Context: an optimization exercise on an open-source flow, tuned for small area, a short achievable clock period and few clock cycles per item. The choices shown serve that exercise and are no tape-out recipe.
At most, simulation tests tie the RTL to the original design; equivalence was not proved.
No functional check of the RTL was part of run 3.

==> design/flow/constraint.sdc <==
create_clock -name core_clock -period 55.0 [get_ports {clk}]
set_input_delay 11.0000 -clock core_clock [delete_from_list [all_inputs] [get_ports {clk}]]
set_output_delay 11.0000 -clock core_clock [all_outputs]
set_load 0.01 [all_outputs]
==> design/flow/flow/run.sh <==
#!/bin/bash
# The standard layout, with a stronger buffer on every input and output port
# than buffer_ports picks by default.
set -euo pipefail
bash standard.sh "BUFFER_PORTS_ARGS=-buffer_cell sky130_fd_sc_hd__buf_2" finish > standard_make.log 2>&1
==> design/flow/design.v <==
module calc_core (
	input             clk,
	input             rst,
	input             start,
	input      [9:0]  op,
	input      [19:0] a,
	input      [19:0] b,
	output            busy,
	output reg        done,
	output reg [19:0] result,
	output            neg,
	output     [47:0] hex
	);
	localparam OP_ADD  = 10'b0000000001;
	localparam OP_SUB  = 10'b0000000010;
	localparam OP_MUL  = 10'b0000000100;
	localparam OP_DIV  = 10'b0000001000;
	localparam OP_LOG  = 10'b1000000001;
	localparam OP_POW  = 10'b1000000010;
	localparam OP_FACT = 10'b1000000100;
	localparam OP_D2R  = 10'b1000001000;
	localparam N = 4;  
	reg        busy_r;
	reg        mode_pow;    
	reg        divz;        
	reg        acc1;        
	reg [19:0] ra;          
	reg [19:0] rb;          
	reg [2:0]  cnt;         
	assign busy = busy_r;
	assign neg  = result[19];
	wire accept = start & ~busy_r;
	wire        pmul   = rb[0] & ~acc1;            
	wire [19:0] mx = busy_r ? (pmul ? result : ra) : a;
	wire [19:0] my = busy_r ? ra : (op[1] ? a : b);
	wire [19:0] pp [0:19];
	genvar gi;
	generate
		for (gi = 0; gi < 20; gi = gi + 1) begin : g_pp
			assign pp[gi] = {20{mx[gi]}} & my;
		end
	endgenerate
	wire ms1 = pp[0][19] ^ pp[1][18];
	wire mc1 = pp[0][19] & pp[1][18];
	wire ms2 = pp[0][13] ^ pp[1][12];
	wire mc2 = pp[0][13] & pp[1][12];
	wire ms3 = pp[0][14] ^ pp[1][13] ^ pp[2][12];
	wire mc3 = (pp[0][14] & pp[1][13]) | (pp[2][12] & (pp[0][14] ^ pp[1][13]));
	wire ms4 = pp[3][11] ^ pp[4][10];
	wire mc4 = pp[3][11] & pp[4][10];
	wire ms5 = pp[0][15] ^ pp[1][14] ^ pp[2][13];
	wire mc5 = (pp[0][15] & pp[1][14]) | (pp[2][13] & (pp[0][15] ^ pp[1][14]));
	wire ms6 = pp[3][12] ^ pp[4][11] ^ pp[5][10];
	wire mc6 = (pp[3][12] & pp[4][11]) | (pp[5][10] & (pp[3][12] ^ pp[4][11]));
	wire ms7 = pp[6][9] ^ pp[7][8];
	wire mc7 = pp[6][9] & pp[7][8];
	wire ms8 = pp[0][16] ^ pp[1][15] ^ pp[2][14];
	wire mc8 = (pp[0][16] & pp[1][15]) | (pp[2][14] & (pp[0][16] ^ pp[1][15]));
	wire ms9 = pp[3][13] ^ pp[4][12] ^ pp[5][11];
	wire mc9 = (pp[3][13] & pp[4][12]) | (pp[5][11] & (pp[3][13] ^ pp[4][12]));
	wire ms10 = pp[6][10] ^ pp[7][9] ^ pp[8][8];
	wire mc10 = (pp[6][10] & pp[7][9]) | (pp[8][8] & (pp[6][10] ^ pp[7][9]));
	wire ms11 = pp[9][7] ^ pp[10][6];
	wire mc11 = pp[9][7] & pp[10][6];
	wire ms12 = pp[0][17] ^ pp[1][16] ^ pp[2][15];
	wire mc12 = (pp[0][17] & pp[1][16]) | (pp[2][15] & (pp[0][17] ^ pp[1][16]));
	wire ms13 = pp[3][14] ^ pp[4][13] ^ pp[5][12];
	wire mc13 = (pp[3][14] & pp[4][13]) | (pp[5][12] & (pp[3][14] ^ pp[4][13]));
	wire ms14 = pp[6][11] ^ pp[7][10] ^ pp[8][9];
	wire mc14 = (pp[6][11] & pp[7][10]) | (pp[8][9] & (pp[6][11] ^ pp[7][10]));
	wire ms15 = pp[9][8] ^ pp[10][7] ^ pp[11][6];
	wire mc15 = (pp[9][8] & pp[10][7]) | (pp[11][6] & (pp[9][8] ^ pp[10][7]));
	wire ms16 = pp[12][5] ^ pp[13][4];
	wire mc16 = pp[12][5] & pp[13][4];
	wire ms17 = pp[0][18] ^ pp[1][17] ^ pp[2][16];
	wire mc17 = (pp[0][18] & pp[1][17]) | (pp[2][16] & (pp[0][18] ^ pp[1][17]));
	wire ms18 = pp[3][15] ^ pp[4][14] ^ pp[5][13];
	wire mc18 = (pp[3][15] & pp[4][14]) | (pp[5][13] & (pp[3][15] ^ pp[4][14]));
	wire ms19 = pp[6][12] ^ pp[7][11] ^ pp[8][10];
	wire mc19 = (pp[6][12] & pp[7][11]) | (pp[8][10] & (pp[6][12] ^ pp[7][11]));
	wire ms20 = pp[9][9] ^ pp[10][8] ^ pp[11][7];
	wire mc20 = (pp[9][9] & pp[10][8]) | (pp[11][7] & (pp[9][9] ^ pp[10][8]));
	wire ms21 = pp[12][6] ^ pp[13][5] ^ pp[14][4];
	wire mc21 = (pp[12][6] & pp[13][5]) | (pp[14][4] & (pp[12][6] ^ pp[13][5]));
	wire ms22 = pp[15][3] ^ pp[16][2];
	wire mc22 = pp[15][3] & pp[16][2];
	wire ms23 = ms1 ^ pp[2][17] ^ pp[3][16];
	wire mc23 = (ms1 & pp[2][17]) | (pp[3][16] & (ms1 ^ pp[2][17]));
	wire ms24 = pp[4][15] ^ pp[5][14] ^ pp[6][13];
	wire mc24 = (pp[4][15] & pp[5][14]) | (pp[6][13] & (pp[4][15] ^ pp[5][14]));
	wire ms25 = pp[7][12] ^ pp[8][11] ^ pp[9][10];
	wire mc25 = (pp[7][12] & pp[8][11]) | (pp[9][10] & (pp[7][12] ^ pp[8][11]));
	wire ms26 = pp[10][9] ^ pp[11][8] ^ pp[12][7];
	wire mc26 = (pp[10][9] & pp[11][8]) | (pp[12][7] & (pp[10][9] ^ pp[11][8]));
	wire ms27 = pp[13][6] ^ pp[14][5] ^ pp[15][4];
	wire mc27 = (pp[13][6] & pp[14][5]) | (pp[15][4] & (pp[13][6] ^ pp[14][5]));
	wire ms28 = pp[16][3] ^ pp[17][2] ^ pp[18][1];
	wire mc28 = (pp[16][3] & pp[17][2]) | (pp[18][1] & (pp[16][3] ^ pp[17][2]));
	wire ms29 = pp[0][9] ^ pp[1][8];
	wire mc29 = pp[0][9] & pp[1][8];
	wire ms30 = pp[0][10] ^ pp[1][9] ^ pp[2][8];
	wire mc30 = (pp[0][10] & pp[1][9]) | (pp[2][8] & (pp[0][10] ^ pp[1][9]));
	wire ms31 = pp[3][7] ^ pp[4][6];
	wire mc31 = pp[3][7] & pp[4][6];
	wire ms32 = pp[0][11] ^ pp[1][10] ^ pp[2][9];
	wire mc32 = (pp[0][11] & pp[1][10]) | (pp[2][9] & (pp[0][11] ^ pp[1][10]));
	wire ms33 = pp[3][8] ^ pp[4][7] ^ pp[5][6];
	wire mc33 = (pp[3][8] & pp[4][7]) | (pp[5][6] & (pp[3][8] ^ pp[4][7]));
	wire ms34 = pp[6][5] ^ pp[7][4];
	wire mc34 = pp[6][5] & pp[7][4];
	wire ms35 = pp[0][12] ^ pp[1][11] ^ pp[2][10];
	wire mc35 = (pp[0][12] & pp[1][11]) | (pp[2][10] & (pp[0][12] ^ pp[1][11]));
	wire ms36 = pp[3][9] ^ pp[4][8] ^ pp[5][7];
	wire mc36 = (pp[3][9] & pp[4][8]) | (pp[5][7] & (pp[3][9] ^ pp[4][8]));
	wire ms37 = pp[6][6] ^ pp[7][5] ^ pp[8][4];
	wire mc37 = (pp[6][6] & pp[7][5]) | (pp[8][4] & (pp[6][6] ^ pp[7][5]));
	wire ms38 = pp[9][3] ^ pp[10][2];
	wire mc38 = pp[9][3] & pp[10][2];
	wire ms39 = ms2 ^ pp[2][11] ^ pp[3][10];
	wire mc39 = (ms2 & pp[2][11]) | (pp[3][10] & (ms2 ^ pp[2][11]));
	wire ms40 = pp[4][9] ^ pp[5][8] ^ pp[6][7];
	wire mc40 = (pp[4][9] & pp[5][8]) | (pp[6][7] & (pp[4][9] ^ pp[5][8]));
	wire ms41 = pp[7][6] ^ pp[8][5] ^ pp[9][4];
	wire mc41 = (pp[7][6] & pp[8][5]) | (pp[9][4] & (pp[7][6] ^ pp[8][5]));
	wire ms42 = pp[10][3] ^ pp[11][2] ^ pp[12][1];
	wire mc42 = (pp[10][3] & pp[11][2]) | (pp[12][1] & (pp[10][3] ^ pp[11][2]));
	wire ms43 = ms3 ^ ms4 ^ pp[5][9];
	wire mc43 = (ms3 & ms4) | (pp[5][9] & (ms3 ^ ms4));
	wire ms44 = pp[6][8] ^ pp[7][7] ^ pp[8][6];
	wire mc44 = (pp[6][8] & pp[7][7]) | (pp[8][6] & (pp[6][8] ^ pp[7][7]));
	wire ms45 = pp[9][5] ^ pp[10][4] ^ pp[11][3];
	wire mc45 = (pp[9][5] & pp[10][4]) | (pp[11][3] & (pp[9][5] ^ pp[10][4]));
	wire ms46 = pp[12][2] ^ pp[13][1] ^ pp[14][0];
	wire mc46 = (pp[12][2] & pp[13][1]) | (pp[14][0] & (pp[12][2] ^ pp[13][1]));
	wire ms47 = ms5 ^ ms6 ^ ms7;
	wire mc47 = (ms5 & ms6) | (ms7 & (ms5 ^ ms6));
	wire ms48 = pp[8][7] ^ pp[9][6] ^ pp[10][5];
	wire mc48 = (pp[8][7] & pp[9][6]) | (pp[10][5] & (pp[8][7] ^ pp[9][6]));
	wire ms49 = pp[11][4] ^ pp[12][3] ^ pp[13][2];
	wire mc49 = (pp[11][4] & pp[12][3]) | (pp[13][2] & (pp[11][4] ^ pp[12][3]));
	wire ms50 = pp[14][1] ^ pp[15][0] ^ mc3;
	wire mc50 = (pp[14][1] & pp[15][0]) | (mc3 & (pp[14][1] ^ pp[15][0]));
	wire ms51 = ms8 ^ ms9 ^ ms10;
	wire mc51 = (ms8 & ms9) | (ms10 & (ms8 ^ ms9));
	wire ms52 = ms11 ^ pp[11][5] ^ pp[12][4];
	wire mc52 = (ms11 & pp[11][5]) | (pp[12][4] & (ms11 ^ pp[11][5]));
	wire ms53 = pp[13][3] ^ pp[14][2] ^ pp[15][1];
	wire mc53 = (pp[13][3] & pp[14][2]) | (pp[15][1] & (pp[13][3] ^ pp[14][2]));
	wire ms54 = pp[16][0] ^ mc5 ^ mc6;
	wire mc54 = (pp[16][0] & mc5) | (mc6 & (pp[16][0] ^ mc5));
	wire ms55 = ms12 ^ ms13 ^ ms14;
	wire mc55 = (ms12 & ms13) | (ms14 & (ms12 ^ ms13));
	wire ms56 = ms15 ^ ms16 ^ pp[14][3];
	wire mc56 = (ms15 & ms16) | (pp[14][3] & (ms15 ^ ms16));
	wire ms57 = pp[15][2] ^ pp[16][1] ^ pp[17][0];
	wire mc57 = (pp[15][2] & pp[16][1]) | (pp[17][0] & (pp[15][2] ^ pp[16][1]));
	wire ms58 = mc8 ^ mc9 ^ mc10;
	wire mc58 = (mc8 & mc9) | (mc10 & (mc8 ^ mc9));
	wire ms59 = ms17 ^ ms18 ^ ms19;
	wire mc59 = (ms17 & ms18) | (ms19 & (ms17 ^ ms18));
	wire ms60 = ms20 ^ ms21 ^ ms22;
	wire mc60 = (ms20 & ms21) | (ms22 & (ms20 ^ ms21));
	wire ms61 = pp[17][1] ^ pp[18][0] ^ mc12;
	wire mc61 = (pp[17][1] & pp[18][0]) | (mc12 & (pp[17][1] ^ pp[18][0]));
	wire ms62 = mc13 ^ mc14 ^ mc15;
	wire mc62 = (mc13 & mc14) | (mc15 & (mc13 ^ mc14));
	wire ms63 = ms23 ^ ms24 ^ ms25;
	wire mc63 = (ms23 & ms24) | (ms25 & (ms23 ^ ms24));
	wire ms64 = ms26 ^ ms27 ^ ms28;
	wire mc64 = (ms26 & ms27) | (ms28 & (ms26 ^ ms27));
	wire ms65 = pp[19][0] ^ mc17 ^ mc18;
	wire mc65 = (pp[19][0] & mc17) | (mc18 & (pp[19][0] ^ mc17));
	wire ms66 = mc19 ^ mc20 ^ mc21;
	wire mc66 = (mc19 & mc20) | (mc21 & (mc19 ^ mc20));
	wire ms67 = pp[0][6] ^ pp[1][5];
	wire mc67 = pp[0][6] & pp[1][5];
	wire ms68 = pp[0][7] ^ pp[1][6] ^ pp[2][5];
	wire mc68 = (pp[0][7] & pp[1][6]) | (pp[2][5] & (pp[0][7] ^ pp[1][6]));
	wire ms69 = pp[3][4] ^ pp[4][3];
	wire mc69 = pp[3][4] & pp[4][3];
	wire ms70 = pp[0][8] ^ pp[1][7] ^ pp[2][6];
	wire mc70 = (pp[0][8] & pp[1][7]) | (pp[2][6] & (pp[0][8] ^ pp[1][7]));
	wire ms71 = pp[3][5] ^ pp[4][4] ^ pp[5][3];
	wire mc71 = (pp[3][5] & pp[4][4]) | (pp[5][3] & (pp[3][5] ^ pp[4][4]));
	wire ms72 = pp[6][2] ^ pp[7][1];
	wire mc72 = pp[6][2] & pp[7][1];
	wire ms73 = ms29 ^ pp[2][7] ^ pp[3][6];
	wire mc73 = (ms29 & pp[2][7]) | (pp[3][6] & (ms29 ^ pp[2][7]));
	wire ms74 = pp[4][5] ^ pp[5][4] ^ pp[6][3];
	wire mc74 = (pp[4][5] & pp[5][4]) | (pp[6][3] & (pp[4][5] ^ pp[5][4]));
	wire ms75 = pp[7][2] ^ pp[8][1] ^ pp[9][0];
	wire mc75 = (pp[7][2] & pp[8][1]) | (pp[9][0] & (pp[7][2] ^ pp[8][1]));
	wire ms76 = ms30 ^ ms31 ^ pp[5][5];
	wire mc76 = (ms30 & ms31) | (pp[5][5] & (ms30 ^ ms31));
	wire ms77 = pp[6][4] ^ pp[7][3] ^ pp[8][2];
	wire mc77 = (pp[6][4] & pp[7][3]) | (pp[8][2] & (pp[6][4] ^ pp[7][3]));
	wire ms78 = pp[9][1] ^ pp[10][0] ^ mc29;
	wire mc78 = (pp[9][1] & pp[10][0]) | (mc29 & (pp[9][1] ^ pp[10][0]));
	wire ms79 = ms32 ^ ms33 ^ ms34;
	wire mc79 = (ms32 & ms33) | (ms34 & (ms32 ^ ms33));
	wire ms80 = pp[8][3] ^ pp[9][2] ^ pp[10][1];
	wire mc80 = (pp[8][3] & pp[9][2]) | (pp[10][1] & (pp[8][3] ^ pp[9][2]));
	wire ms81 = pp[11][0] ^ mc30 ^ mc31;
	wire mc81 = (pp[11][0] & mc30) | (mc31 & (pp[11][0] ^ mc30));
	wire ms82 = ms35 ^ ms36 ^ ms37;
	wire mc82 = (ms35 & ms36) | (ms37 & (ms35 ^ ms36));
	wire ms83 = ms38 ^ pp[11][1] ^ pp[12][0];
	wire mc83 = (ms38 & pp[11][1]) | (pp[12][0] & (ms38 ^ pp[11][1]));
	wire ms84 = mc32 ^ mc33 ^ mc34;
	wire mc84 = (mc32 & mc33) | (mc34 & (mc32 ^ mc33));
	wire ms85 = ms39 ^ ms40 ^ ms41;
	wire mc85 = (ms39 & ms40) | (ms41 & (ms39 ^ ms40));
	wire ms86 = ms42 ^ pp[13][0] ^ mc35;
	wire mc86 = (ms42 & pp[13][0]) | (mc35 & (ms42 ^ pp[13][0]));
	wire ms87 = mc36 ^ mc37 ^ mc38;
	wire mc87 = (mc36 & mc37) | (mc38 & (mc36 ^ mc37));
	wire ms88 = ms43 ^ ms44 ^ ms45;
	wire mc88 = (ms43 & ms44) | (ms45 & (ms43 ^ ms44));
	wire ms89 = ms46 ^ mc2 ^ mc39;
	wire mc89 = (ms46 & mc2) | (mc39 & (ms46 ^ mc2));
	wire ms90 = mc40 ^ mc41 ^ mc42;
	wire mc90 = (mc40 & mc41) | (mc42 & (mc40 ^ mc41));
	wire ms91 = ms47 ^ ms48 ^ ms49;
	wire mc91 = (ms47 & ms48) | (ms49 & (ms47 ^ ms48));
	wire ms92 = ms50 ^ mc4 ^ mc43;
	wire mc92 = (ms50 & mc4) | (mc43 & (ms50 ^ mc4));
	wire ms93 = mc44 ^ mc45 ^ mc46;
	wire mc93 = (mc44 & mc45) | (mc46 & (mc44 ^ mc45));
	wire ms94 = ms51 ^ ms52 ^ ms53;
	wire mc94 = (ms51 & ms52) | (ms53 & (ms51 ^ ms52));
	wire ms95 = ms54 ^ mc7 ^ mc47;
	wire mc95 = (ms54 & mc7) | (mc47 & (ms54 ^ mc7));
	wire ms96 = mc48 ^ mc49 ^ mc50;
	wire mc96 = (mc48 & mc49) | (mc50 & (mc48 ^ mc49));
	wire ms97 = ms55 ^ ms56 ^ ms57;
	wire mc97 = (ms55 & ms56) | (ms57 & (ms55 ^ ms56));
	wire ms98 = ms58 ^ mc11 ^ mc51;
	wire mc98 = (ms58 & mc11) | (mc51 & (ms58 ^ mc11));
	wire ms99 = mc52 ^ mc53 ^ mc54;
	wire mc99 = (mc52 & mc53) | (mc54 & (mc52 ^ mc53));
	wire ms100 = ms59 ^ ms60 ^ ms61;
	wire mc100 = (ms59 & ms60) | (ms61 & (ms59 ^ ms60));
	wire ms101 = ms62 ^ mc16 ^ mc55;
	wire mc101 = (ms62 & mc16) | (mc55 & (ms62 ^ mc16));
	wire ms102 = mc56 ^ mc57 ^ mc58;
	wire mc102 = (mc56 & mc57) | (mc58 & (mc56 ^ mc57));
	wire ms103 = ms63 ^ ms64 ^ ms65;
	wire mc103 = (ms63 & ms64) | (ms65 & (ms63 ^ ms64));
	wire ms104 = ms66 ^ mc22 ^ mc59;
	wire mc104 = (ms66 & mc22) | (mc59 & (ms66 ^ mc22));
	wire ms105 = mc60 ^ mc61 ^ mc62;
	wire mc105 = (mc60 & mc61) | (mc62 & (mc60 ^ mc61));
	wire ms106 = pp[0][4] ^ pp[1][3];
	wire mc106 = pp[0][4] & pp[1][3];
	wire ms107 = pp[0][5] ^ pp[1][4] ^ pp[2][3];
	wire mc107 = (pp[0][5] & pp[1][4]) | (pp[2][3] & (pp[0][5] ^ pp[1][4]));
	wire ms108 = pp[3][2] ^ pp[4][1];
	wire mc108 = pp[3][2] & pp[4][1];
	wire ms109 = ms67 ^ pp[2][4] ^ pp[3][3];
	wire mc109 = (ms67 & pp[2][4]) | (pp[3][3] & (ms67 ^ pp[2][4]));
	wire ms110 = pp[4][2] ^ pp[5][1] ^ pp[6][0];
	wire mc110 = (pp[4][2] & pp[5][1]) | (pp[6][0] & (pp[4][2] ^ pp[5][1]));
	wire ms111 = ms68 ^ ms69 ^ pp[5][2];
	wire mc111 = (ms68 & ms69) | (pp[5][2] & (ms68 ^ ms69));
	wire ms112 = pp[6][1] ^ pp[7][0] ^ mc67;
	wire mc112 = (pp[6][1] & pp[7][0]) | (mc67 & (pp[6][1] ^ pp[7][0]));
	wire ms113 = ms70 ^ ms71 ^ ms72;
	wire mc113 = (ms70 & ms71) | (ms72 & (ms70 ^ ms71));
	wire ms114 = pp[8][0] ^ mc68 ^ mc69;
	wire mc114 = (pp[8][0] & mc68) | (mc69 & (pp[8][0] ^ mc68));
	wire ms115 = ms73 ^ ms74 ^ ms75;
	wire mc115 = (ms73 & ms74) | (ms75 & (ms73 ^ ms74));
	wire ms116 = mc70 ^ mc71 ^ mc72;
	wire mc116 = (mc70 & mc71) | (mc72 & (mc70 ^ mc71));
	wire ms117 = ms76 ^ ms77 ^ ms78;
	wire mc117 = (ms76 & ms77) | (ms78 & (ms76 ^ ms77));
	wire ms118 = mc73 ^ mc74 ^ mc75;
	wire mc118 = (mc73 & mc74) | (mc75 & (mc73 ^ mc74));
	wire ms119 = ms79 ^ ms80 ^ ms81;
	wire mc119 = (ms79 & ms80) | (ms81 & (ms79 ^ ms80));
	wire ms120 = mc76 ^ mc77 ^ mc78;
	wire mc120 = (mc76 & mc77) | (mc78 & (mc76 ^ mc77));
	wire ms121 = ms82 ^ ms83 ^ ms84;
	wire mc121 = (ms82 & ms83) | (ms84 & (ms82 ^ ms83));
	wire ms122 = mc79 ^ mc80 ^ mc81;
	wire mc122 = (mc79 & mc80) | (mc81 & (mc79 ^ mc80));
	wire ms123 = ms85 ^ ms86 ^ ms87;
	wire mc123 = (ms85 & ms86) | (ms87 & (ms85 ^ ms86));
	wire ms124 = mc82 ^ mc83 ^ mc84;
	wire mc124 = (mc82 & mc83) | (mc84 & (mc82 ^ mc83));
	wire ms125 = ms88 ^ ms89 ^ ms90;
	wire mc125 = (ms88 & ms89) | (ms90 & (ms88 ^ ms89));
	wire ms126 = mc85 ^ mc86 ^ mc87;
	wire mc126 = (mc85 & mc86) | (mc87 & (mc85 ^ mc86));
	wire ms127 = ms91 ^ ms92 ^ ms93;
	wire mc127 = (ms91 & ms92) | (ms93 & (ms91 ^ ms92));
	wire ms128 = mc88 ^ mc89 ^ mc90;
	wire mc128 = (mc88 & mc89) | (mc90 & (mc88 ^ mc89));
	wire ms129 = ms94 ^ ms95 ^ ms96;
	wire mc129 = (ms94 & ms95) | (ms96 & (ms94 ^ ms95));
	wire ms130 = mc91 ^ mc92 ^ mc93;
	wire mc130 = (mc91 & mc92) | (mc93 & (mc91 ^ mc92));
	wire ms131 = ms97 ^ ms98 ^ ms99;
	wire mc131 = (ms97 & ms98) | (ms99 & (ms97 ^ ms98));
	wire ms132 = mc94 ^ mc95 ^ mc96;
	wire mc132 = (mc94 & mc95) | (mc96 & (mc94 ^ mc95));
	wire ms133 = ms100 ^ ms101 ^ ms102;
	wire mc133 = (ms100 & ms101) | (ms102 & (ms100 ^ ms101));
	wire ms134 = mc97 ^ mc98 ^ mc99;
	wire mc134 = (mc97 & mc98) | (mc99 & (mc97 ^ mc98));
	wire ms135 = ms103 ^ ms104 ^ ms105;
	wire mc135 = (ms103 & ms104) | (ms105 & (ms103 ^ ms104));
	wire ms136 = mc100 ^ mc101 ^ mc102;
	wire mc136 = (mc100 & mc101) | (mc102 & (mc100 ^ mc101));
	wire ms137 = pp[0][3] ^ pp[1][2];
	wire mc137 = pp[0][3] & pp[1][2];
	wire ms138 = ms106 ^ pp[2][2] ^ pp[3][1];
	wire mc138 = (ms106 & pp[2][2]) | (pp[3][1] & (ms106 ^ pp[2][2]));
	wire ms139 = ms107 ^ ms108 ^ pp[5][0];
	wire mc139 = (ms107 & ms108) | (pp[5][0] & (ms107 ^ ms108));
	wire ms140 = ms109 ^ ms110 ^ mc107;
	wire mc140 = (ms109 & ms110) | (mc107 & (ms109 ^ ms110));
	wire ms141 = ms111 ^ ms112 ^ mc109;
	wire mc141 = (ms111 & ms112) | (mc109 & (ms111 ^ ms112));
	wire ms142 = ms113 ^ ms114 ^ mc111;
	wire mc142 = (ms113 & ms114) | (mc111 & (ms113 ^ ms114));
	wire ms143 = ms115 ^ ms116 ^ mc113;
	wire mc143 = (ms115 & ms116) | (mc113 & (ms115 ^ ms116));
	wire ms144 = ms117 ^ ms118 ^ mc115;
	wire mc144 = (ms117 & ms118) | (mc115 & (ms117 ^ ms118));
	wire ms145 = ms119 ^ ms120 ^ mc117;
	wire mc145 = (ms119 & ms120) | (mc117 & (ms119 ^ ms120));
	wire ms146 = ms121 ^ ms122 ^ mc119;
	wire mc146 = (ms121 & ms122) | (mc119 & (ms121 ^ ms122));
	wire ms147 = ms123 ^ ms124 ^ mc121;
	wire mc147 = (ms123 & ms124) | (mc121 & (ms123 ^ ms124));
	wire ms148 = ms125 ^ ms126 ^ mc123;
	wire mc148 = (ms125 & ms126) | (mc123 & (ms125 ^ ms126));
	wire ms149 = ms127 ^ ms128 ^ mc125;
	wire mc149 = (ms127 & ms128) | (mc125 & (ms127 ^ ms128));
	wire ms150 = ms129 ^ ms130 ^ mc127;
	wire mc150 = (ms129 & ms130) | (mc127 & (ms129 ^ ms130));
	wire ms151 = ms131 ^ ms132 ^ mc129;
	wire mc151 = (ms131 & ms132) | (mc129 & (ms131 ^ ms132));
	wire ms152 = ms133 ^ ms134 ^ mc131;
	wire mc152 = (ms133 & ms134) | (mc131 & (ms133 ^ ms134));
	wire ms153 = ms135 ^ ms136 ^ mc133;
	wire mc153 = (ms135 & ms136) | (mc133 & (ms135 ^ ms136));
	wire ms154 = pp[0][2] ^ pp[1][1];
	wire mc154 = pp[0][2] & pp[1][1];
	wire ms155 = ms137 ^ pp[2][1] ^ pp[3][0];
	wire mc155 = (ms137 & pp[2][1]) | (pp[3][0] & (ms137 ^ pp[2][1]));
	wire ms156 = ms138 ^ pp[4][0] ^ mc137;
	wire mc156 = (ms138 & pp[4][0]) | (mc137 & (ms138 ^ pp[4][0]));
	wire ms157 = ms139 ^ mc106 ^ mc138;
	wire mc157 = (ms139 & mc106) | (mc138 & (ms139 ^ mc106));
	wire ms158 = ms140 ^ mc108 ^ mc139;
	wire mc158 = (ms140 & mc108) | (mc139 & (ms140 ^ mc108));
	wire ms159 = ms141 ^ mc110 ^ mc140;
	wire mc159 = (ms141 & mc110) | (mc140 & (ms141 ^ mc110));
	wire ms160 = ms142 ^ mc112 ^ mc141;
	wire mc160 = (ms142 & mc112) | (mc141 & (ms142 ^ mc112));
	wire ms161 = ms143 ^ mc114 ^ mc142;
	wire mc161 = (ms143 & mc114) | (mc142 & (ms143 ^ mc114));
	wire ms162 = ms144 ^ mc116 ^ mc143;
	wire mc162 = (ms144 & mc116) | (mc143 & (ms144 ^ mc116));
	wire ms163 = ms145 ^ mc118 ^ mc144;
	wire mc163 = (ms145 & mc118) | (mc144 & (ms145 ^ mc118));
	wire ms164 = ms146 ^ mc120 ^ mc145;
	wire mc164 = (ms146 & mc120) | (mc145 & (ms146 ^ mc120));
	wire ms165 = ms147 ^ mc122 ^ mc146;
	wire mc165 = (ms147 & mc122) | (mc146 & (ms147 ^ mc122));
	wire ms166 = ms148 ^ mc124 ^ mc147;
	wire mc166 = (ms148 & mc124) | (mc147 & (ms148 ^ mc124));
	wire ms167 = ms149 ^ mc126 ^ mc148;
	wire mc167 = (ms149 & mc126) | (mc148 & (ms149 ^ mc126));
	wire ms168 = ms150 ^ mc128 ^ mc149;
	wire mc168 = (ms150 & mc128) | (mc149 & (ms150 ^ mc128));
	wire ms169 = ms151 ^ mc130 ^ mc150;
	wire mc169 = (ms151 & mc130) | (mc150 & (ms151 ^ mc130));
	wire ms170 = ms152 ^ mc132 ^ mc151;
	wire mc170 = (ms152 & mc132) | (mc151 & (ms152 ^ mc132));
	wire ms171 = ms153 ^ mc134 ^ mc152;
	wire mc171 = (ms153 & mc134) | (mc152 & (ms153 ^ mc134));
	wire [19:0] mt0 = {ms171, ms170, ms169, ms168, ms167, ms166, ms165, ms164, ms163, ms162, ms161, ms160, ms159, ms158, ms157, ms156, ms155, ms154, pp[0][1], pp[0][0]};
	wire [19:0] mt1 = {mc170, mc169, mc168, mc167, mc166, mc165, mc164, mc163, mc162, mc161, mc160, mc159, mc158, mc157, mc156, mc155, mc154, pp[2][0], pp[1][0], 1'b0};
	wire        use_tree = busy_r | op[2] | op[9];
	wire [19:0] sum_x = use_tree ? mt0 : a;
	wire [19:0] sum_y = use_tree ? mt1 : (b ^ {20{op[1]}});
	wire [19:0] prod  = sum_x + sum_y + {19'd0, op[1] & ~use_tree};
	wire [19:0] addsub = prod;
	function [19:0] fact_lut;
		input [4:0] x;
		begin
			case (x)
			5'd0: fact_lut = 20'd1;
			5'd1: fact_lut = 20'd1;
			5'd2: fact_lut = 20'd2;
			5'd3: fact_lut = 20'd6;
			5'd4: fact_lut = 20'd24;
			5'd5: fact_lut = 20'd120;
			5'd6: fact_lut = 20'd720;
			5'd7: fact_lut = 20'd5040;
			5'd8: fact_lut = 20'd40320;
			5'd9: fact_lut = 20'd362880;
			5'd10: fact_lut = 20'd483072;
			5'd11: fact_lut = 20'd70912;
			5'd12: fact_lut = 20'd850944;
			5'd13: fact_lut = 20'd576512;
			5'd14: fact_lut = 20'd731136;
			5'd15: fact_lut = 20'd481280;
			5'd16: fact_lut = 20'd360448;
			5'd17: fact_lut = 20'd884736;
			5'd18: fact_lut = 20'd196608;
			5'd19: fact_lut = 20'd589824;
			5'd20: fact_lut = 20'd262144;
			5'd21: fact_lut = 20'd262144;
			5'd22: fact_lut = 20'd524288;
			5'd23: fact_lut = 20'd524288;
			default: fact_lut = 20'd0;
			endcase
		end
	endfunction
	wire [19:0] fact_r = (a < 20'd24) ? fact_lut(a[4:0]) : 20'd0;
	wire [19:0] d2r_r  = a / 20'd60;
	reg [19:0] dq, dr;
	reg [20:0] dt;
	reg [21:0] dd;
	integer s;
	always @* begin
		dr = ra;
		dq = result;
		for (s = 0; s < N; s = s + 1) begin
			dt = {dr, dq[19]};
			dq = {dq[18:0], 1'b0};
			dd = {1'b0, dt} - {2'b0, rb};
			if (!dd[21]) begin
				dr = dd[19:0];
				dq[0] = 1'b1;
			end else
				dr = dt[19:0];
		end
	end
	function [4:0] msb;
		input [19:0] v;
		reg [15:0] x1;
		reg [7:0]  x2;
		reg [3:0]  x3;
		reg [1:0]  x4;
		begin
			msb[4] = |v[19:16];
			x1 = msb[4] ? {12'd0, v[19:16]} : v[15:0];
			msb[3] = |x1[15:8];
			x2 = msb[3] ? x1[15:8] : x1[7:0];
			msb[2] = |x2[7:4];
			x3 = msb[2] ? x2[7:4] : x2[3:0];
			msb[1] = |x3[3:2];
			x4 = msb[1] ? x3[3:2] : x3[1:0];
			msb[0] = x4[1];
		end
	endfunction
	wire [4:0] pa = msb(a);
	wire [4:0] pb = msb(b);
	wire [4:0] ldiff = pa - pb;
	wire       qzero = (a == 20'd0) | (pa < pb);
	wire [19:0] log_r = {15'd0, pa};
	reg [2:0]  j0;
	always @* begin
		if (ldiff >= 5'd16) j0 = 3'd4;
		else j0 = {1'b0, ldiff[3:2]};
	end
	wire pzero = (a == 20'd0) ||
		(a[0]   == 1'b0  && b >= 20'd20) ||
		(a[1:0] == 2'd0  && b >= 20'd10) ||
		(a[2:0] == 3'd0  && b >= 20'd7)  ||
		(a[3:0] == 4'd0  && b >= 20'd5)  ||
		(a[4:0] == 5'd0  && b >= 20'd4)  ||
		(a[6:0] == 7'd0  && b >= 20'd3)  ||
		(a[9:0] == 10'd0 && b >= 20'd2);
	wire take_prod = busy_r ?
		(mode_pow & ((rb[0] & ~acc1) | (~rb[0] & acc1 & (rb[19:1] == 19'd1)))) :
		(start & ((op == OP_MUL) | ((op == OP_POW) & (b == 20'd2) & ~pzero)));
	always @(posedge clk) begin
		done <= 1'b0;
		if (rst) begin
			busy_r <= 1'b0;
		end else if (!busy_r) begin
			if (start) begin
				divz <= 1'b0;
				case (op)
				OP_ADD:  begin result <= addsub; done <= 1'b1; end
				OP_SUB:  begin result <= addsub; done <= 1'b1; end
				OP_MUL:  done <= 1'b1;
				OP_LOG:  begin result <= log_r; done <= 1'b1; end
				OP_FACT: begin result <= fact_r; done <= 1'b1; end
				OP_D2R:  begin result <= d2r_r; done <= 1'b1; end
				OP_DIV: begin
					rb <= b;
					mode_pow <= 1'b0;
					if (b == 20'd0) begin
						result <= 20'd0; divz <= 1'b1; done <= 1'b1;
					end else if (qzero) begin
						result <= 20'd0; done <= 1'b1;
					end else begin
						busy_r <= 1'b1;
						cnt <= j0;
						case (j0)
						3'd0: begin ra <= {4'd0,  a[19:4]};  result <= {a[3:0],  16'd0}; end
						3'd1: begin ra <= {8'd0,  a[19:8]};  result <= {a[7:0],  12'd0}; end
						3'd2: begin ra <= {12'd0, a[19:12]}; result <= {a[11:0], 8'd0};  end
						3'd3: begin ra <= {16'd0, a[19:16]}; result <= {a[15:0], 4'd0};  end
						default: begin ra <= 20'd0; result <= a; end
						endcase
					end
				end
				OP_POW: begin
					mode_pow <= 1'b1;
					if (b == 20'd0) begin
						result <= a; done <= 1'b1;
					end else if (pzero) begin
						result <= 20'd0; done <= 1'b1;
					end else if (b == 20'd2) begin
						done <= 1'b1;
					end else begin
						result <= b[0] ? a : 20'd1;
						acc1 <= ~b[0];
						ra <= prod;
						rb <= {1'b0, b[19:1]};
						if (b[19:1] == 19'd0) done <= 1'b1;
						else busy_r <= 1'b1;
					end
				end
				default: begin result <= 20'd63; done <= 1'b1; end
				endcase
			end
		end else if (!mode_pow) begin
			ra <= dr;
			result <= dq;
			cnt <= cnt - 3'd1;
			if (cnt == 3'd0) begin
				busy_r <= 1'b0; done <= 1'b1;
			end
		end else begin
			if (rb[0]) begin
				if (acc1) begin
					result <= ra;
					acc1 <= 1'b0;
					ra <= prod;
					rb <= {1'b0, rb[19:1]};
				end else begin
					rb[0] <= 1'b0;
				end
				if (rb[19:1] == 19'd0) begin
					busy_r <= 1'b0; done <= 1'b1;
				end
			end else begin
				ra <= prod;
				rb <= {1'b0, rb[19:1]};
				if (acc1 && rb[19:1] == 19'd1) begin
					busy_r <= 1'b0; done <= 1'b1;
				end
			end
		end
		if (!rst && take_prod) result <= prod;
	end
	function [7:0] seg;
		input [3:0] d;
		reg sa, sb, sc, sd, se, sf, sg;
		begin
			sa = d[3] | d[1] | (d[2] & d[0]) | (~d[2] & ~d[0]);
			sb = ~d[2] | (~d[1] & ~d[0]) | (d[1] & d[0]);
			sc = d[2] | ~d[1] | d[0];
			sd = d[3] | (~d[2] & ~d[0]) | (~d[2] & d[1]) | (d[1] & ~d[0]) |
			     (d[2] & ~d[1] & d[0]);
			se = (~d[2] & ~d[0]) | (d[1] & ~d[0]);
			sf = d[3] | (~d[1] & ~d[0]) | (d[2] & ~d[1]) | (d[2] & ~d[0]);
			sg = d[3] | (d[2] & ~d[1]) | (~d[2] & d[1]) | (d[1] & ~d[0]);
			seg = {1'b1, ~sg, ~sf, ~se, ~sd, ~sc, ~sb, ~sa};
		end
	endfunction
	reg [19:0] low_or;
	integer q;
	always @* begin
		low_or[0] = 1'b0;
		for (q = 1; q < 20; q = q + 1)
			low_or[q] = |(result & ((20'd1 << q) - 20'd1));
	end
	wire [19:0] mag = result ^ ({20{result[19]}} & low_or);
	function [3:0] add3;
		input [3:0] d;
		begin
			add3[3] = d[3] | (d[2] & d[0]) | (d[2] & d[1]);
			add3[2] = (d[3] & d[0]) | (d[2] & ~d[1] & ~d[0]);
			add3[1] = (d[3] & ~d[0]) | (~d[2] & d[1]) | (d[1] & d[0]);
			add3[0] = (d[3] & ~d[0]) | (~d[3] & ~d[2] & d[0]) | (d[2] & d[1] & ~d[0]);
		end
	endfunction
	reg [23:0] bcd;
	integer i;
	always @* begin
		bcd = 24'd0;
		for (i = 19; i >= 0; i = i - 1) begin
			bcd[3:0]   = add3(bcd[3:0]);
			bcd[7:4]   = add3(bcd[7:4]);
			bcd[11:8]  = add3(bcd[11:8]);
			bcd[15:12] = add3(bcd[15:12]);
			bcd[19:16] = add3(bcd[19:16]);
			bcd[23:20] = add3(bcd[23:20]);
			bcd = {bcd[22:0], mag[i]};
		end
	end
	assign hex = divz ? 48'hFB8EAB_FFFFFF :
		{seg(bcd[23:20]), seg(bcd[19:16]), seg(bcd[15:12]),
		 seg(bcd[11:8]), seg(bcd[7:4]), seg(bcd[3:0])};
endmodule
==> design/flow/standard.sh <==
#!/bin/bash
# synth_recipe.tcl (not shown) runs the flow's synth.tcl, then flattens the netlist and writes it again
# the make line also repeats each setting of config.mk as NAME=value (left out here)
make -C /OpenROAD-flow-scripts/flow DESIGN_CONFIG=/design/flow/config.mk WORK_HOME=/design/flow/orfs CLKGATE_MAP_FILE= SYNTH_SCRIPT=/design/flow/synth_recipe.tcl "${@:-finish}"
==> design/flow/config.mk <==
export PLATFORM = sky130hd
export DESIGN_NAME = calc_core
export DESIGN_NICKNAME = calc_core
export VERILOG_FILES = /design/flow/design.v
export SDC_FILE = /design/flow/constraint.sdc
export NUM_CORES = 4
export LEC_CHECK = 0
export ABC_AREA = 1
export CAP_MARGIN = 20
export CORE_MARGIN = 2
export CORE_UTILIZATION = 40
export PLACE_DENSITY = 0.45
export SLEW_MARGIN = 20
==> impl.org, run 1 <==
** Status
- The flow ran to the end and the layout has no timing, DRC or antenna violations.

** Timing
- Smallest hold slack :: just under 0.6 ns
- Final critical delay including setup and external delays :: between 15 and 20 ns
- Final TNS setup :: 0 ns
- Between clock sinks in the finished design, the worst skew comes to 0.01630 ns.
- Final worst slack :: between 30 and 40 ns
- Setup violations remaining at the end of the flow were counted as 0.
- Fmax :: about 54 MHz
- Final Hold Viols :: 0
- Unrepaired setup endpoints after global routing :: no
- Final Cycle Share :: 0.3376
- Max Slew Vio Count :: 0
- Max-slew headroom :: 0.2478
- Actual slew at the worst max-slew pin :: between 1 and 1.5 ns

** Floorplanning
- Die area :: 58,350 um^2
- Width of the die :: about 240 um
- Top-Level Pins :: 124
- Die Ht :: 241.6 um
- Area of the core :: between 50,000 and 60,000 um^2
- For this configuration, the core starts out at a cell density of 0.4027.
- Row generation in the floorplan step produced between 80 and 90 rows.

** Detailed routing
- In this run the remaining antenna-violating nets after routing total 0.
- Via count :: 25,870
- Mean routed wirelength per cell :: 21.90 um
- Post-detailed-routing wire length :: between 90,000 and 100,000 um
- The pre-antenna-repair detailed-routing pass consisted of 6 iterations.
- Number of design rule violations left after detail routing :: 0
- Dividing the detail-routed via count by the number of cells gives 5.717.
- First DRT Iteration DRCs :: around 2,300

** Placement
- Cell count after placement :: about 4,500
- Worst slack at placement :: 36.42 ns
- At the end of routability-driven placement, the weighted congestion stood at approximately 1.0.
- Buffers placed on the I/O ports in this run total ~120.
- Detailed placement finished with a half-perimeter wire length of just over 80,000 um.

** Clock network
- Gates resized during post-CTS repair numbered 0.
- In this run the number of H-tree levels came out at 3.
- Num Clock Sinks :: 68
- The tree is rooted in a clkbuf_16.
- Clock latency of the later-clocked register in the worst-skew pair :: between 0.3 and 0.4 ns
- Clock transition time at the flip-flop clock pins of the worst setup and hold paths :: approximately 0.070 ns
- The number of setup buffers added after CTS is 0.
- Buffers inserted during clock tree synthesis total 9.
- Number of buffers on the longest clock path :: 2
- Post-cts hold buffer count :: 0
- CTS tree :: done

** Synthesis
- The average instance in the mapped netlist occupies between 6 and 7 um^2.
- The synthesized design contains 66 enable-type register cells.
- Area share of the largest cell type after synthesis :: 0.1728
- The share of the Yosys chip area taken by registers is 0.08956.
- After synthesis, the cell types taking the most area are nand2_1 (17%), fa_1 (13%), inv_1 (9.0%), edfxtp_1 (8.8%), ha_1 (7.1%).
- The mapped netlist covers between 20,000 and 25,000 um^2.
- Counting distinct cell types in the post-synthesis netlist gives approximately 70.
- In the synthesized netlist, the number of instances is 3,707.
- Summed over all instances, the cell type with the most area after synthesis is nand2_1.
- Post-synthesis register bit count :: just under 70
- Warnings from Yosys :: 1
- Most instantiated flip-flop cell in the synthesis netlist :: edfxtp_1
- Async S/R FF share, synth :: 0

** GRT
- The via count of the first global-routing pass was ~25,000.
- The number of antenna violations at the first check in global routing was 2.
- Maximum number of pins on one net before global-route repair :: 52
- Global route overflow :: 0
- Total routing resource utilization after global routing :: 0.3304
- The first global-routing pass estimated between 100,000 and 150,000 um of wire.

** Cells and area
- The library cell used most frequently in the layout, excluding fill and tap cells, is nand2_1.
- P&R area growth vs syn :: 7.687%
- For this run, the post-layout net count is 4,087.
- The finished layout holds between 4,000 and 5,000 standard cells, fillers aside.
- Layout cells sized above 1 :: 0.1040
- Commonest cells after routing, fill and taps aside :: nand2_1 (1,038), inv_1 (540), nor2_1 (304)

** Setup path
- Cell repeated most along the worst path :: nand2_1
- The most critical setup path has its startpoint at result[0].
- Class of the most critical setup path :: reg -> out
- The largest individual stage delay along the critical path comes from the cell xor2_1.
- Number of cells traversed by the worst register-to-register path :: slightly below 90
- Critical path required time :: about 44 ns
- End of the critical path :: hex[27]
- STA classifies the critical path startpoint as a flop.
- Reg-to-reg setup timing slack :: between 30 and 40 ns
- Of all nets on the critical path, the largest fanout is 10.
- The worst register-to-register path begins at rb[1].
- Crit path arrival time :: between 7 and 8 ns
- On the worst path, the slowest cell contributes a delay of between 0.6 and 0.7 ns.
- Type of element capturing the critical path :: primary output
- The endpoint identified for the worst register-to-register timing path is ra[15].

** Hold path
- Type of the tightest min-delay check :: reg -> reg

** Run
- Max-cap violations in this run came to 0.
cells in the mapped netlist, drive strengths merged (28+ instances only):
| master | instances |
|---|---|
| nand2 | 1103 |
| inv | 599 |
| nor2 | 336 |
| o21ai | 260 |
| nand3 | 250 |
| a21oi | 196 |
| fa | 142 |
| ha | 128 |
| xor2 | 87 |
| clkbuf | 86 |
| edfxtp | 66 |
| xnor2 | 53 |
| o221ai | 43 |
| o22ai | 40 |
| nand4 | 36 |
| a221oi | 34 |
| o21bai | 28 |
how the worst min path moves through the flow:
| stage | slack [ns] | startpoint | to | cells past startpoint |
|---|---|---|---|---|
| after floorplan | 0.55 | cnt[0] | cnt[0] | 1 |
| after global placement | 0.59 | cnt[0] | cnt[0] | 1 |
| after detailed placement | 0.59 | cnt[0] | cnt[0] | 1 |
| after CTS | 0.60 | cnt[0] | cnt[0] | 1 |
| after global routing | 0.64 | cnt[0] | cnt[0] | 1 |
| final | 0.59 | cnt[0] | cnt[0] | 1 |
metrics by stage:
step	utilization	instance area, um^2
2_1_floorplan	-	22590
3_3_place_gp	0.4275	23960
3_5_place_dp	0.4275	23960
4_1_cts	0.4335	24300
5_1_grt	0.4336	24310
6_report	0.4337	24310
cell families (layout without fill, tap and decap cells):
group / count (synthesis) / after routing / synth area share
adder cells (fa/ha/maj): 270 / 270 / 0.1969
buffers and inverters: 727 / 783 / 0.1232
AND/OR/NAND/NOR: 1791 / 1791 / 0.3428
other: 1 / 7 / 0.0001661
AO/OA/AOI/OAI: 709 / 709 / 0.1919
XOR/XNOR: 140 / 140 / 0.05498
flip-flops: 68 / 68 / 0.08956
multiplexers: 1 / 1 / 0.0004988
worst max-delay path: cells and delay by family (launching register included):
family / cells / cell delay [ns]
DFF: 1 / 0.61
buffers and inverters: 5 / 0.61
and+or+nand+nor: 37 / 4.04
xor gates and xnor gates: 1 / 0.67
AOI/OAI and AO/OA: 5 / 1.26
flip-flops by register name, summed over array words and instances (netlist names):
signal,count
mode_pow,1
busy_r,1
done,1
rb,20
cnt,3
result,20
acc1,1
ra,20
divz,1
final cells by class:
class / count / area [um^2]
antenna: 1 / 2.502
clock buffer: 9 / 225.2
clock inverter: 6 / 113.9
fill: 6089 / 31750
inverter: 615 / 2308
multi-input combinational: 2917 / 17840
sequential: 68 / 2022
tap: 756 / 945.9
timing repair buffer: 153 / 855.8
routing by layer:
metal  GRT usage  wire, um
met4      0.1334      4508
met2      0.5566     45380
met1      0.4190     41400
met3     0.05583      7794
met5           0        13
Testbench counts, summed over its fixed seeds: cycles 2,871, items 1,920.
==> run 2: changes to the inputs <==
--- a/design/flow/design.v
+++ b/design/flow/design.v
@@ -601,3 +601,3 @@
 		bcd = 24'd0;
-		for (i = 19; i >= 0; i = i - 1) begin
+		for (i = 18; i >= 0; i = i - 1) begin
 			bcd[3:0]   = add3(bcd[3:0]);
@@ -612,2 +612,3 @@
 	assign hex = divz ? 48'hFB8EAB_FFFFFF :
+		mag[19] ? 48'h92A499A48080 :
 		{seg(bcd[23:20]), seg(bcd[19:16]), seg(bcd[15:12]),
--- a/design/flow/config.mk
+++ b/design/flow/config.mk
@@ -11,3 +11,2 @@
 export CORE_UTILIZATION = 40
-export PLACE_DENSITY = 0.45
 export SLEW_MARGIN = 20
==> run 2 against run 1 <==
Still clean on timing, DRC and antenna. Clock skew shrank 0.0029 ns. Global-route usage fell by 2.6 points. Clock-buffer cell count rose by 2. Routed wire length fell by 11%. Cell count is 0.66% lower. Critical path type unchanged. Highest routed layer is now met4.
==> impl.org, run 2 <==
** Status
- Run status :: timing/DRC/antenna clean (unchanged)

** Setup path
- The arrival time reported for the critical path endpoint was 7.48 ns (was 7.57 ns).
- The register-to-register setup slack is 37.95 ns (was 36.69 ns).
- The cell with the most instances on the worst path is nand2_1 (unchanged).
- The count of cells along the worst register-to-register path came to 96 (was 87).
- The startpoint of the worst-slack reg-to-reg timing path is result[19] (was rb[1]).
- The total stage count of the critical path came to 55 (was 48).
- The required time of the worst setup path was 44.00 ns (about the same).
- The maximum net fanout on the critical path was 7 (was 10).
- Launch point of the critical path :: result[6] (was result[0])
- End of the critical path :: hex[37] (was hex[27])
- Reg2Reg Capture Point :: ra[9] (was ra[15])
- The critical path's top delay family was simple AND/OR/NAND/NOR gates (unchanged).
- Type of element capturing the critical path :: primary output (unchanged)
- The type of the worst setup path is reg -> out (unchanged).
- The highest cell delay on the worst timing path came to 0.55 ns (was 0.67 ns).
- Slowest library cell on the worst path :: edfxtp_1 (was xor2_1)
- The number of buffer and inverter stages on the critical path came to 4 (was 5).
- Worst setup SP type :: flop (unchanged)

** Cells and area
- Number of antenna cells inserted :: 0 (was 1)
- P&R area growth vs syn :: 7.730% (was 7.687%)
- The final layout net count was 4,065 (was 4,087).
- Most common library cell in the layout ignoring fill and taps :: nand2_1 (unchanged)
- Commonest cells after routing, fill and taps aside: nand2_1 (1,064), inv_1 (547), nor2_1 (305) (was nand2_1 (1,038), inv_1 (540), nor2_1 (304)).
- Layout cells sized above 1 :: 0.09688 (was 0.1040)
- Largest registers: ra: 20 flops, rb: 20 flops, result: 20 flops (unchanged).

** Timing
- The max-slew violation count came to 0 (unchanged).
- The headroom to the max-slew limit was 0.2763 (was 0.2478).
- Unrepaired setup endpoints after global routing: no (unchanged).
- Final worst slack :: 36.52 ns (was 36.43 ns)
- The final clock period utilization by the worst path came to 0.3360 (was 0.3376).
- Actual slew at the worst max-slew pin :: 1.083 ns (was 1.128 ns)
- The number of hold violations in the final report is 0 (unchanged).
- The count of final setup violators is 0 (unchanged).
- The top achievable clock speed came to 54.12 MHz (was 53.86 MHz).
- The total negative slack for setup checks came to 0 ns (unchanged).
- The clock period minus final worst setup slack was 18.48 ns (was 18.57 ns).
- The final worst hold slack is 0.6887 ns (was 0.5943 ns).
- The worst clock skew came to 0.01342 ns (was 0.01630 ns).

** Clock network
- Clock latency of the later-clocked register in the worst-skew pair :: 0.35 ns (about the same)
- CTS tree :: done (unchanged)
- The root buffer cell is clkbuf_16 (unchanged).
- Buffers inserted by post-CTS timing repair :: 0 (unchanged)
- PostCTS Resize Cnt :: 0 (unchanged)
- The deepest level of the CTS H-tree was 3 (unchanged).
- The total number of clock tree sinks is 68 (unchanged).
- Clock transition time at the flip-flop clock pins of the worst setup and hold paths :: 0.06 ns (was 0.07 ns)
- The total CTS buffers is 9 (unchanged).
- Number of buffers on the longest clock path :: 2 (unchanged)
- The quantity of hold-fixing buffers added after cts came to 0 (unchanged).

** Synthesis
- The share of the synthesized area in the top cell type came to 0.1792 (was 0.1728).
- Most area-hungry cell type in the Yosys netlist :: nand2_1 (unchanged)
- Most instantiated flip-flop cell in the synthesis netlist :: edfxtp_1 (unchanged)
- Mean Syn Cell Area :: 6.073 um^2 (was 6.090 um^2)
- Synth top area cells :: nand2_1 (18%), fa_1 (13%), inv_1 (9.2%), edfxtp_1 (8.9%), ha_1 (7.2%) (was nand2_1 (17%), fa_1 (13%), inv_1 (9.0%), edfxtp_1 (8.8%), ha_1 (7.1%))
- Synthesized instance count :: 3,670 (was 3,707)
- The register bit count reported by yosys came to 68 (unchanged).
- The distinct cell type count after synthesis was 57 (was 68).
- The sequential share of the synthesized area was 0.09072 (was 0.08956).
- Async S/R FF share, synth :: 0 (unchanged)
- The summed instance area of the synthesized netlist came to 22,290 um^2 (was 22,580 um^2).
- The number of enable flip-flop cells after synthesis came to 66 (unchanged).
- The cell with the most instances after synthesis was nand2_1 (unchanged).
- The Yosys warning count was 1 (unchanged).
- Most instantiated cells after synthesis: nand2_1 (1,064), inv_1 (547), nor2_1 (305), o21ai_0 (223), nand3_1 (211) (was nand2_1 (1,039), inv_1 (541), nor2_1 (304), nand3_1 (222), o21ai_0 (214)).

** GRT
- The overflow left after global routing is 0 (unchanged).
- The number of antenna violations at the first check in global routing was 0 (was 2).
- Wire length of the first global-routing pass :: 134,100 um (was 149,200 um)
- The maximum number of pins on one net before global-route repair was 73 (was 52).
- The total global routing track utilization came to 0.3043 (was 0.3304).
- The via count of the first global-routing pass came to 23,320 (was 25,030).

** Detailed routing
- Via count :: 25,000 (was 25,870)
- Number of nets still failing antenna checks after routing :: 0 (unchanged)
- The routed wirelength normalized by instance count came to 19.64 um (was 21.90 um).
- Post-detailed-routing wire length :: 88,270 um (was 99,090 um)
- The via density per instance was 5.561 (was 5.717).
- First DRT Iteration DRCs :: 2,488 (was 2,284)
- The first-pass iteration count of the detailed router came to 8 (was 6).
- The detailed-route DRC error count was 0 (unchanged).

** Placement
- The half-perimeter wire length of the detailed placement result was 71,050 um (was 80,830 um).
- The count of buffers inserted at the top-level ports was 117 (unchanged).
- Placer congestion estimate :: 1.069 (was 1.017)
- The worst setup slack after placement was 36.71 ns (was 36.42 ns).

** Floorplanning
- The total number of placement rows is 86 (was 87).
- Die Ht :: 240.1 um (was 241.6 um)
- The die area is 57,630 um^2 (was 58,350 um^2).
- The area of the placeable core is 55,090 um^2 (was 56,060 um^2).
- Width of the die :: 240.1 um (was 241.6 um)
- The effective utilization at floorplan is 0.4046 (was 0.4027).
- Top-Level Pins :: 124 (unchanged)

** Hold path
- The worst hold path startpoint was cnt[0] (unchanged).
- Type of the tightest min-delay check :: reg -> reg (unchanged)

** Run
- The number of violations of the max-capacitance limit was 0 (unchanged).
run 2: final cells by class:
class                           count  area [um^2]
Tap cell                          748        935.9
Inverter                          601         2256
Multi-Input combinational cell   2902        17610
Clock buffer                       11        242.7
Timing Repair Buffer              160        908.4
Clock inverter                      5        37.54
Sequential cell                    68         2023
Fill cell                        5986        31080
run 2: worst min path at each step:
stage                  end  slack [ns]  cells past startpoint
CTS                 cnt[0]        0.69                      3
floorplan           cnt[0]        0.63                      3
global route        cnt[0]        0.75                      3
finish              cnt[0]        0.69                      3
global placement    cnt[0]        0.66                      3
detailed placement  cnt[0]        0.68                      3
run 2: logic make-up (layout without fill, tap and decap cells):
kind of cell,Yosys count,in the layout,share of synthesized area
mux,1,1,0.0005052
flops,68,68,0.09072
simple gates,1781,1781,0.3410
xor+xnor,140,140,0.05569
other cells,1,6,0.0001682
compound gates,704,704,0.1917
fa+ha+maj,270,270,0.1994
buf+inv,705,777,0.1208
run 2: worst register-to-register path: cells and delay by family (launching register included):
family / cells / cell delay (ns)
AO/OA/AOI/OAI: 39 / 7.44
AND/OR/NAND/NOR: 42 / 4.98
buffers and inverters: 11 / 2.31
adder cells (fa/ha/maj): 4 / 1.12
flip-flops: 1 / 0.89
run 2: metal layers:
layer,global-route usage,vias to the layer above,wire length [um]
li1,-,12100,-
met1,0.3935,11420,36580
met2,0.4828,1206,37840
met3,0.06119,275,8573
met4,0.1506,0,5279
met5,0,-,0
run 2: metrics by stage:
stage	instances	util	area, um^2
floorplan	3675	-	22310
global placement	4479	0.4307	23730
detailed placement	4479	0.4307	23730
CTS	4495	0.4358	24010
global route	4495	0.4358	24010
finish	4495	0.4358	24010
Testbench counts of run 2, summed over its fixed seeds: cycles 2,871, items 1,920.
==> run 3: changes to the inputs <==
--- a/design/flow/design.v
+++ b/design/flow/design.v
@@ -34,3 +34,3 @@
 	wire [19:0] mx = busy_r ? (pmul ? result : ra) : a;
-	wire [19:0] my = busy_r ? ra : (op[1] ? a : b);
+	wire [19:0] my = busy_r ? ra : (op[9] ? a : b);
 	wire [19:0] pp [0:19];
@@ -389,3 +389,7 @@
 	wire [19:0] sum_y = use_tree ? mt1 : (b ^ {20{op[1]}});
-	wire [19:0] prod  = sum_x + sum_y + {19'd0, op[1] & ~use_tree};
+	wire        sum_c = op[1] & ~use_tree;
+	wire [11:0] sum_lo  = {1'b0, sum_x[9:0], 1'b1} + {1'b0, sum_y[9:0], sum_c};
+	wire [10:0] sum_hi0 = {1'b0, sum_x[19:10]} + {1'b0, sum_y[19:10]};
+	wire [10:0] sum_hi1 = {sum_x[19:10], 1'b1} + {sum_y[19:10], 1'b1};
+	wire [19:0] prod  = {sum_lo[11] ? sum_hi1[10:1] : sum_hi0[9:0], sum_lo[10:1]};
 	wire [19:0] addsub = prod;
@@ -601,3 +605,3 @@
 		bcd = 24'd0;
-		for (i = 18; i >= 0; i = i - 1) begin
+		for (i = 19; i >= 0; i = i - 1) begin
 			bcd[3:0]   = add3(bcd[3:0]);
@@ -612,3 +616,2 @@
 	assign hex = divz ? 48'hFB8EAB_FFFFFF :
-		mag[19] ? 48'h92A499A48080 :
 		{seg(bcd[23:20]), seg(bcd[19:16]), seg(bcd[15:12]),
==> run 3 against run 2 <==
Sequential share of layout area decreased by 0.27 points. Still clean. Cell count increased by 2.0%. Sequential cell count unchanged. Non-clock buffer count decreased by 5. Highest routed layer unchanged. Clock skew decreased by 0.0018 ns. Maximum frequency increased by 1.1%. Core utilization decreased by 0.44 points. Worst hold slack got worse by 0.11 ns. Worst setup slack improved by 0.20 ns.
==> impl.org, run 3 <==
** Status
- Run status :: timing/DRC/antenna clean (unchanged)

** Timing
- Max Slew Vio Count :: 0 (unchanged)
- Final worst slack :: 36.72 ns (was 36.52 ns)
- Final TNS setup :: 0 ns (unchanged)
- The number of hold violations in the final report was 0 (unchanged).
- Count of final setup violators :: 0 (unchanged)
- Unrepaired setup endpoints after global routing: no (unchanged).
- The clock period minus final worst setup slack came to 18.28 ns (was 18.48 ns).
- The top achievable clock speed was 54.72 MHz (was 54.12 MHz).
- Final Cycle Share :: 0.3323 (was 0.3360)
- Actual slew at the worst max-slew pin :: 1.170 ns (was 1.083 ns)
- The headroom to the max-slew limit is 0.2100 (was 0.2763).
- Worst clock skew :: 0.01157 ns (was 0.01342 ns)

** Detailed routing
- Mean routed wirelength per cell :: 19.69 um (was 19.64 um)
- Number of nets still failing antenna checks after routing :: 0 (unchanged)
- Mean number of vias per cell :: 5.610 (was 5.561)
- Post-detailed-routing wire length :: 90,340 um (was 88,270 um)
- First DRT Iteration DRCs :: 2,709 (was 2,488)
- Via count :: 25,730 (was 25,000)
- The detailed-route DRC error count was 0 (unchanged).
- Pre-antenna DRT Iters :: 10 (was 8)

** Clock network
- H-tree depth :: 3 (unchanged)
- Number of clock buffers inserted by TritonCTS :: 9 (unchanged)
- The number of setup buffers added after CTS was 0 (unchanged).
- The number of buffers between clock root and the deepest sink is 2 (unchanged).
- Clock latency of the later-clocked register in the worst-skew pair :: 0.35 ns (about the same)
- The quantity of hold-fixing buffers added after cts was 0 (unchanged).
- CTS tree :: done (unchanged)
- Clock transition time at the flip-flop clock pins of the worst setup and hold paths :: 0.07 ns (was 0.06 ns)
- The total number of clock tree sinks is 68 (unchanged).
- PostCTS Resize Cnt :: 0 (unchanged)
- The root buffer cell is clkbuf_16 (unchanged).

** Floorplanning
- The die area was 59,830 um^2 (was 57,630 um^2).
- Top-Level Pins :: 124 (unchanged)
- Initial core utilization :: 0.4029 (was 0.4046)
- Width of the die :: 244.6 um (was 240.1 um)
- Area of the core :: 57,480 um^2 (was 55,090 um^2)
- Floorplan row count :: 88 (was 86)
- The die height came to 244.6 um (was 240.1 um).

** Cells and area
- The combined flip-flop and latch cell area came to 2023 um^2 (unchanged).
- Largest registers :: ra: 20 flops, rb: 20 flops, result: 20 flops (unchanged)
- The number of filler cells placed in the layout is 6,286 (was 5,986).
- Final net count :: 4,143 (was 4,065)
- Most common library cell in the layout ignoring fill and taps :: nand2_1 (unchanged)
- Layout cells sized above 1 :: 0.1227 (was 0.09688)
- The area added between synthesis and finish came to 7.078% (was 7.730%).
- Post-layout instance count excluding filler cells :: 4,587 (was 4,495)
- The count of inserted antenna diode cells was 0 (unchanged).
- Commonest cells after routing, fill and taps aside :: nand2_1 (1,019), inv_1 (519), nor2_1 (313) (was nand2_1 (1,064), inv_1 (547), nor2_1 (305))
- Area of combinational cells with multiple inputs :: 18,470 um^2 (was 17,610 um^2)

** Setup path
- Critical path required time :: 44.00 ns (about the same)
- The type of the worst setup path is reg -> out (unchanged).
- The slowest cell on the critical path is edfxtp_1 (unchanged).
- The arrival time reported for the critical path endpoint came to 7.28 ns (was 7.48 ns).
- The critical path capture point type was a primary output (unchanged).
- The launching element type of the critical path is a flop (unchanged).
- The cell with the most instances on the worst path is nand2_1 (unchanged).
- Biggest fanout along the worst timing path :: 10 (was 7)
- The highest cell delay on the worst timing path is 0.67 ns (was 0.55 ns).

** Synthesis
- Warnings from Yosys :: 1 (unchanged)
- The average instance area after synthesis is 6.162 um^2 (was 6.073 um^2).
- Most instantiated cells after synthesis :: nand2_1 (1,019), inv_1 (519), nor2_1 (315), a21oi_1 (219), nand3_1 (214) (was nand2_1 (1,064), inv_1 (547), nor2_1 (305), o21ai_0 (223), nand3_1 (211))
- Most repeated cell in the gate-level netlist after synthesis :: nand2_1 (unchanged)
- Most instantiated flip-flop cell in the synthesis netlist :: edfxtp_1 (unchanged)
- Most area-hungry cell type in the Yosys netlist :: nand2_1 (unchanged)
- Synth top area cells: nand2_1 (17%), fa_1 (12%), edfxtp_1 (8.6%), inv_1 (8.4%), ha_1 (7.0%) (was nand2_1 (18%), fa_1 (13%), inv_1 (9.2%), edfxtp_1 (8.9%), ha_1 (7.2%)).
- Async S/R FF share, synth :: 0 (unchanged)
- The share of the synthesized area in the top cell type came to 0.1652 (was 0.1792).
- Post-synthesis register bit count :: 68 (unchanged)
- The number of enable flip-flop cells after synthesis came to 66 (unchanged).
- Synthesized instance count :: 3,758 (was 3,670)
- Area of the mapped netlist :: 23,160 um^2 (was 22,290 um^2)
- The sequential share of the synthesized area was 0.08732 (was 0.09072).
- The distinct cell type count after synthesis is 69 (was 57).

** GRT
- The maximum number of pins on one net before global-route repair was 67 (was 73).
- Number of global-route vias before repair :: 23,840 (was 23,320)
- Wire length of the first global-routing pass :: 138,100 um (was 134,100 um)
- The number of antenna violations at the first check in global routing was 1 (was 0).
- Global route overflow :: 0 (unchanged)
- The total global routing track utilization was 0.2976 (was 0.3043).

** Placement
- Port Buf Inserts :: 117 (unchanged)
- Cell count after placement :: 4,570 (was 4,479)
- The half-perimeter wire length of the detailed placement result is 73,450 um (was 71,050 um).
- The worst setup slack after placement is 36.56 ns (was 36.71 ns).
- Placer congestion estimate :: 1.093 (was 1.069)

** Run
- Max-cap violation count :: 0 (unchanged)

** Hold path
- The kind of path behind the tightest hold check is reg -> reg (unchanged).
[run 3: area by class of cell]
cell class | instances | area share
multi-input combinational | 2999 | 0.7449
sequential | 68 | 0.08160
clock inverter | 7 | 0.002018
tap | 765 | 0.03860
timing repair buffer | 155 | 0.03542
inverter | 584 | 0.08841
clock buffer | 9 | 0.009083
[run 3: routing by layer]
| metal | track usage | vias up | share of wire |
|---|---|---|---|
| li1 | - | 12370 | - |
| met1 | 0.3949 | 11820 | 0.42 |
| met2 | 0.4623 | 1266 | 0.42 |
| met3 | 0.05180 | 282 | 0.094 |
| met4 | 0.1532 | 0 | 0.066 |
| met5 | 0 | - | 0 |
[run 3: worst max-delay path: cells and delay by family (launching register included)]
family / cells / cell delay (ns)
compound gates: 1 / 0.20
flops: 1 / 0.67
simple gates: 49 / 5.56
buf+inv: 6 / 0.49
[run 3: worst paths after layout]
path / from / cells past startpoint / end / slack, ns
hold reg to reg: cnt[0] / 1 / cnt[0] / 0.58
setup / recovery: result[0] / 56 / hex[35] / 36.72
setup reg to reg: result[19] / 97 / ra[11] / 38.97
hold / removal: cnt[0] / 1 / cnt[0] / 0.58
[run 3: logic make-up after synthesis]
family / Yosys count / synth area share
buffers and inverters: 696 / 0.1166
AO/OA/AOI/OAI: 704 / 0.1849
adder cells (fa/ha/maj): 273 / 0.1939
XOR/XNOR: 149 / 0.05636
flip-flops: 68 / 0.08732
AND/OR/NAND/NOR: 1865 / 0.3600
other: 1 / 0.0001619
multiplexers: 2 / 0.0008646
[run 3: metrics by stage]
| step | cell area (um^2) | utilization | hold WS, ns |
|---|---|---|---|
| final | 24800 | 0.4314 | 0.5820 |
| after global routing | 24800 | 0.4314 | 0.6363 |
| after CTS | 24790 | 0.4313 | 0.5875 |
| after detailed placement | 24510 | 0.4265 | 0.5791 |
| after global placement | 24500 | 0.4262 | 0.5738 |
| after floorplan | 23170 | - | 0.5490 |

-- afterwards: timing with drivers on the ports --
No port has a modelled driver above. Below, the same layouts with a new extraction and two added sets of constraints.
Step 1: set_driving_cell puts a clkbuf_16 on clk and a buf_2 on each other input, an assumption about the parent block.
Step 2 adds t to the input delays and takes it off the output delays; t is the mean of the earliest and latest rising clock arrival at the registers after step 1. Input paths then give back, and output paths get back, about the clock's delay inside the block.
Slacks: ideal ports / drivers / drivers and shift; pairs: ideal ports / drivers.
| run | t (ns) | slack for setup (ns) | worst setup path at the end | clock arrival spread, ns | pins driven straight from the clock port |
|---|---|---|---|---|---|
| run 1 | 0.389 | 36.435 / 36.388 / 36.260 | input to register | 0.016 / 0.016 | 1 |
| run 2 | 0.389 | 36.521 / 36.478 / 36.386 | input to register | 0.014 / 0.013 | 1 |
| run 3 | 0.384 | 36.724 / 36.681 / 36.506 | input to register | 0.011 / 0.012 | 1 |
After both steps setup and hold are still met in every run listed. The setup slack of run 3, which loses most, moves by -0.043 ns with the drivers and by -0.218 ns with both steps.
